Context: an optimization exercise on an open-source flow, tuned for small area. The choices shown serve that exercise and are no tape-out recipe. Only the layout flow was run in this run; the RTL was not checked for function there. Power figures rest on the tool's default switching activity, not on a simulated workload.

## design.v

```verilog
module nChannelServoController #(			
	parameter channels=16,					 
	parameter ADDR_WIDTH=(
   (channels <= 2) ? 1 : 
   (channels <= 4) ? 2 : 
   (channels <= 8) ? 3 : 
   (channels <= 16) ? 4 : 
   (channels <= 32) ? 5 : 
   (channels <= 64) ? 6 : 
   (channels <= 128) ? 7 : 
   (channels <= 256) ? 8 : 
   (channels <= 512) ? 9 : 
   (channels <= 1024) ? 10 : 
   (channels <= 2048) ? 11 : 
   (channels <= 4096) ? 12 : 16 )
)
(								 
	input clock,										
	input reset,						 
	input [7:0] control,					 
	input [ADDR_WIDTH-1:0] address,				 
	input load,						 
	output [channels-1:0] pwm,				 
	output reg [6:0] decodedValue1,				 
	output reg [6:0] decodedValue2				 
);
wire enable;
frequencyDivider FrequencyDivider(			
	.clock(clock),
	.reset(reset),
	.enable(enable)
);
genvar i;							 
integer x;							 
reg [channels-1:0] load_value;					 
always @ (*) begin
	case(control[3:0])					 
		4'b0000: decodedValue1=7'b1000000;
		4'b0001: decodedValue1=7'b1111001;
		4'b0010: decodedValue1=7'b0100100;
		4'b0011: decodedValue1=7'b0110000;
		4'b0100: decodedValue1=7'b0011001;
		4'b0101: decodedValue1=7'b0010010;
		4'b0110: decodedValue1=7'b0000010;
		4'b0111: decodedValue1=7'b0111000;
		4'b1000: decodedValue1=7'b0000000;
		4'b1001: decodedValue1=7'b0011000;
		4'b1010: decodedValue1=7'b1001000;
		4'b1011: decodedValue1=7'b0000011;
		4'b1100: decodedValue1=7'b0100111;
		4'b1101: decodedValue1=7'b0100000;
		4'b1110: decodedValue1=7'b0000100;
		4'b1111: decodedValue1=7'b0001110;
	endcase
	case(control[7:4])					 
		4'b0000: decodedValue2=7'b1000000;
		4'b0001: decodedValue2=7'b1111001;
		4'b0010: decodedValue2=7'b0100100;
		4'b0011: decodedValue2=7'b0110000;
		4'b0100: decodedValue2=7'b0011001;
		4'b0101: decodedValue2=7'b0010010;
		4'b0110: decodedValue2=7'b0000010;
		4'b0111: decodedValue2=7'b0111000;
		4'b1000: decodedValue2=7'b0000000;
		4'b1001: decodedValue2=7'b0011000;
		4'b1010: decodedValue2=7'b1001000;
		4'b1011: decodedValue2=7'b0000011;
		4'b1100: decodedValue2=7'b0100111;
		4'b1101: decodedValue2=7'b0100000;
		4'b1110: decodedValue2=7'b0000100;
		4'b1111: decodedValue2=7'b0001110;
	endcase
end
always @ (*) begin						 
	for(x=0;x<channels;x=x+1) begin					
		if((address==x[ADDR_WIDTH-1:0])&load) begin	 
			load_value[x]=1'b1;									
		end
		else begin
			load_value[x]=1'b0;			 
		end
	end
end
generate
	for(i=0;i<channels;i=i+1) begin : servo			 
		singleChannelServo servoMotor_loop(
			.clock(clock),
			.reset(reset),
			.enable(enable),
			.load(load_value[i]),
			.control(control),
			.pwm(pwm[i])
		);
	end
endgenerate
endmodule
module frequencyDivider#(
	parameter frequency=50000000
)
(
	input clock,
	input reset,
	output enable
);
integer count;
integer count_next;
reg dividedClock;
localparam integer countmax=frequency/256000;				 
localparam integer counttotal=frequency/128000;				 
always @ (*) begin
	if(count==(counttotal)) begin
		count_next=0;
	end
	else begin
		count_next=count;
	end
	count_next=count_next+1;
end
assign enable=(count_next<=(countmax))&~dividedClock;		 
always @ (posedge clock) begin
	if(reset) begin
		count<=0;
		dividedClock<=1'b0;
	end
	else begin
		count<=count_next;
		if(count_next<=(countmax)) begin		 
			dividedClock<=1'b1;
		end
		else begin					 
			dividedClock<=1'b0;
		end
	end
end
endmodule
module singleChannelServo(
	input clock,
	input reset,
	input enable,						 
	input load,						 
	input [7:0] control,					 
	output reg pwm						 
);
integer counter;						 
integer countermax;		 				 
localparam integer countertotal=2560;					 
always @ (posedge clock) begin
	if(reset) begin
		counter=0;
		countermax=0;
		pwm<=1'b0;
	end
	else if(enable) begin
		if(load==1'b1) begin
			countermax=(64+control);		 
		end
		if(counter==(countertotal)) begin
			counter=0;
		end
		counter=counter+1;
		if(counter<=(countermax)) begin
			pwm<=1'b1;
		end
		else begin
			pwm<=1'b0;
		end
	end
end
endmodule
```

## run.sh

```bash
#!/bin/bash
# synth_recipe.tcl (not shown) runs the flow's synth.tcl, then flattens the netlist and writes it again
# the make line also repeats each setting of config.mk as NAME=value (left out here)
make -C /OpenROAD-flow-scripts/flow DESIGN_CONFIG=/design/flow/config.mk WORK_HOME=/design/flow/orfs CLKGATE_MAP_FILE= SYNTH_SCRIPT=/design/flow/synth_recipe.tcl finish
```

## config.mk

```make
export PLATFORM = sky130hd
export DESIGN_NAME = nChannelServoController
export DESIGN_NICKNAME = nChannelServoController
export VERILOG_FILES = /design/flow/design.v
export SDC_FILE = /design/flow/constraint.sdc
export NUM_CORES = 4
export LEC_CHECK = 0
export CAP_MARGIN = 20
export CORE_MARGIN = 2
export CORE_UTILIZATION = 40
export SLEW_MARGIN = 20
```

## constraint.sdc

```tcl
create_clock -name core_clock -period 20.0 [get_ports {clock}]
set_input_delay 4.0000 -clock core_clock [delete_from_list [all_inputs] [get_ports {clock}]]
set_output_delay 4.0000 -clock core_clock [all_outputs]
set_load 0.01 [all_outputs]
```

==> impl_metrics.json <==
{
  "status": "finished clean",
  "wl_um": 145000,
  "ys_async_sr_fraction_pct": 0,
  "drtIter0Drc": 3243,
  "slowest_stage": "clkdlybuf4s50_1",
  "finClkSkew_ns": 0.0238,
  "synth_area_per_cell_um2": 8.13,
  "period_share_pct": 52.4,
  "place_area_um2": 64200,
  "syn_area_um2": 62700,
  "p_leak_nw": 27.7,
  "p_switching_mw": 1.18,
  "finalSetupTns_ns": 0,
  "max_freq_ghz": 0.0954,
  "clkTransAtPathRegs_ns": 0.06,
  "drv_cap": 0,
  "grt_setup_unrepaired": "false",
  "die_h_um": 400,
  "io-pin-count": 45,
  "peakVddDrop_mv": 0.0761,
  "synth.net_count": 8266,
  "startpoint": "control[1]",
  "drv_slew": 0,
  "via_count": 51900,
  "synth_edf_count": 0,
  "synthCells": 7711,
  "hold_path.class": "flop to flop",
  "clockRootBuffer": "clkbuf_16",
  "ant_nets": 0,
  "viasPerCell": 5.40,
  "clk_latency_ns": 0.74,
  "path_class": "input pin to output port",
  "ys_ff_latch": 1073,
  "final_area_um2": 68500,
  "hold_slack_ns": 0.456,
  "htree_levels": 3,
  "worstSetupEndpointType": "output port",
  "min_period_ns": 10.48,
  "combPwrFrac_pct": 6.9,
  "drcViolationCount": 0,
  "ctsHoldBuffers": 0,
  "cts_num_sinks": 1073,
  "post_cts_buffers": 0,
  "grt_pass1_wl_um": 244000,
  "rows": 145,
  "grt_overflow": 0,
  "p_seq_share_pct": 44.9,
  "critPathLaunchType": "input pin",
  "synth_seq_area_share_pct": 34.3,
  "io_buffers": 44,
  "min_delay_path_depth": 1,
  "clk_path_buf_depth": 3,
  "synthFlopType": "dfxtp_1",
  "arrival_ns": 6.48,
  "reg2regPathDepth": 18,
  "cts_tree": "yes",
  "synth_cell_types": 80,
  "setup-violations-final": 0,
  "cts_resized": 0,
  "drt_pre_antenna_iters": 5,
  "clkPwrFrac_pct": 48.2,
  "fill_cells": 15300,
  "initial_core_util_pct": 40.2,
  "die_w_um": 400,
  "grt_max_degree": 186,
  "slew_headroom_pct": 28.3,
  "p_per_area_nw_per_um2": 71.4,
  "antenna_found_initial": 1,
  "placed_cells": 9397,
  "gp_congestion": 0.824,
  "finalHoldViolCount": 0,
  "drive_above_1_share_pct": 5.83,
  "crit_required_ns": 16.00,
  "grtUsageTotal_pct": 17.9,
  "die-area_um2": 160000,
  "p_sw_share_pct": 24.1,
  "core_region_area_um2": 156000,
  "area_delta_synth_final_pct": 9.20,
  "worstHoldStart": "servo[3].servoMotor_loop.countermax[12]$_SDFFE_PP0P_",
  "cp_cell_sequence": "clkdlybuf4s50_1 -> clkinv_1 -> ha_1 -> o21ai_0 -> nand2_1 -> o21ai_0 -> clkdlybuf4s50_1",
  "instances_no_fill": 9619,
  "wl_per_cell_um": 15.1,
  "numCtsBuffers": 121,
  "crit_fanout": 9,
  "r2r-start": "FrequencyDivider.count[18]$_SDFF_PP0_",
  "final_nets": 8017,
  "tightest_slew_ns": 1.07,
  "synth_warnings": 3,
  "cell_internal_pwr_mw": 3.71,
  "dp_hpwl_um": 95800,
  "grt_pass1_vias": 49100,
  "cpPeakStageDelay_ns": 0.59
}
## per-layer routing
| metal | part of all wire, % | GRT usage (%) |
|---|---|---|
| met1 | 50 | 24.6 |
| met2 | 45 | 29.5 |
| met3 | 3.2 | 2.34 |
| met4 | 2.1 | 4.24 |
| met5 | 0 | 0 |
## path summary, 6_finish.rpt
check                                                              end  slack [ns]
setup / recovery                                      decodedValue1[1]        9.52
hold / removal    servo[3].servoMotor_loop.countermax[12]$_SDFFE_PP0P_        0.46
setup reg to reg    servo[15].servoMotor_loop.counter[30]$_SDFFE_PP0P_       13.88
hold reg to reg   servo[3].servoMotor_loop.countermax[12]$_SDFFE_PP0P_        0.46
## sequential cells by signal (all words and copies together) (netlist names)
| register | count |
|---|---|
| FrequencyDivider.dividedClock | 1 |
| FrequencyDivider.count | 32 |
| servo.servoMotor_loop.countermax | 512 |
| servo.servoMotor_loop.counter | 512 |
| servo.servoMotor_loop.pwm | 16 |
## cell type report
| class | instances | area, um^2 | area share [%] |
|---|---|---|---|
| multi-input cells | 6070 | 38900 | 56.8 |
| diodes | 1 | 2.50 | 0.00366 |
| inverters | 93 | 349 | 0.510 |
| clock inverters | 52 | 696 | 1.02 |
| clock buffers | 169 | 3530 | 5.16 |
| repair buffers | 103 | 916 | 1.34 |
| well taps | 2058 | 2570 | 3.76 |
| flip-flops and latches | 1073 | 21500 | 31.4 |
## power by group through the flow
| stage | logic, mW | registers [mW] | clock network (mW) |
|---|---|---|---|
| after floorplan | 0.252 | 2.23 | 0 |
| after global placement | 0.330 | 2.24 | 0 |
| after detailed placement | 0.338 | 2.24 | 0 |
| after CTS | 0.340 | 2.19 | 2.42 |
| after global routing | 0.379 | 2.20 | 2.51 |
| final | 0.337 | 2.19 | 2.35 |
## metrics by stage
stage	utilization, %	power, mW	setup slack [ns]
final	43.9	4.89	9.52
after global routing	43.9	5.08	9.38
after CTS	43.9	4.96	9.51
after detailed placement	41.2	2.58	9.52
after global placement	41.2	2.57	9.53
after floorplan	-	2.48	10.81
## placed cells by master, fill, tap and decap left out, types with 206 or more instances in the layout
cell / Yosys / layout
dfxtp_1: 1073 / 1073
nand2_1: 816 / 816
nor2_1: 665 / 665
a21oi_1: 634 / 633
ha_1: 540 / 539
o21ai_0: 423 / 423
and2_1: 391 / 391
xnor2_1: 316 / 316
or3_1: 249 / 249
nand3_1: 231 / 229
xor2_1: 215 / 215
nand4_1: 206 / 206
## cell families (layout without fill, tap and decap cells)
| logic type | after synthesis | after routing | share of synthesized area (%) |
|---|---|---|---|
| and+or+nand+nor | 3335 | 3335 | 27.4 |
| AOI/OAI and AO/OA | 1580 | 1580 | 15.0 |
| DFF | 1073 | 1073 | 34.3 |
| buffers and inverters | 568 | 417 | 3.80 |
| adders and majority gates | 540 | 540 | 10.8 |
| xor gates and xnor gates | 531 | 531 | 7.42 |
| muxes | 84 | 84 | 1.37 |
| other | 0 | 1 | 0 |
## worst max-delay path, delay by kind of cell
kind | cells | cell delay [ns]
AOI/OAI and AO/OA | 2 | 0.28
adders and majority gates | 1 | 0.52
buffers and inverters | 3 | 1.61
and+or+nand+nor | 1 | 0.07
## synth_stat cells (all sizes together), types with 102 or more instances
| cell type | number | share of area [%] |
|---|---|---|
| a211oi | 139 | 1.7 |
| a21o | 126 | 1.5 |
| a21oi | 634 | 5.1 |
| and2 | 391 | 3.9 |
| buf | 150 | 1.3 |
| clkbuf | 323 | 1.9 |
| dfxtp | 1073 | 34 |
| ha | 540 | 11 |
| nand2 | 817 | 4.9 |
| nand2b | 115 | 1.1 |
| nand3 | 233 | 1.9 |
| nand4 | 207 | 2.1 |
| nor2 | 666 | 4.0 |
| nor2b | 116 | 1.2 |
| nor4 | 141 | 1.4 |
| o21ai | 425 | 3.4 |
| or3 | 252 | 2.5 |
| or4 | 102 | 1.2 |
| xnor2 | 316 | 4.4 |
| xor2 | 215 | 3.0 |

port drivers added, routing unchanged:
In the flow no input, the clock included, has a driving cell. The finished layout below was timed again as built, in two steps.
Step 1: set_driving_cell puts a clkbuf_16 on clock and a buf_2 on each other input, an assumption about the parent block.
Step 2, shift: input delay + t, output delay - t, t = (earliest + latest rising clock arrival at the registers) / 2. This alone moves slack from input paths to output paths.
Slacks: ideal ports / drivers / drivers and shift; pairs: ideal ports / drivers.
t (ns): 0.805
setup slack, ns: 9.520 / 9.493 / 9.493
slew at the worst register clock pin (ns): 0.07 / 0.07
worst slew at a driven data input, ns: 0.12
pins driven straight from the clock port: 1
After both steps this run still meets setup and hold. The setup slack of this run moves by -0.027 ns with the drivers and by -0.027 ns with both steps.
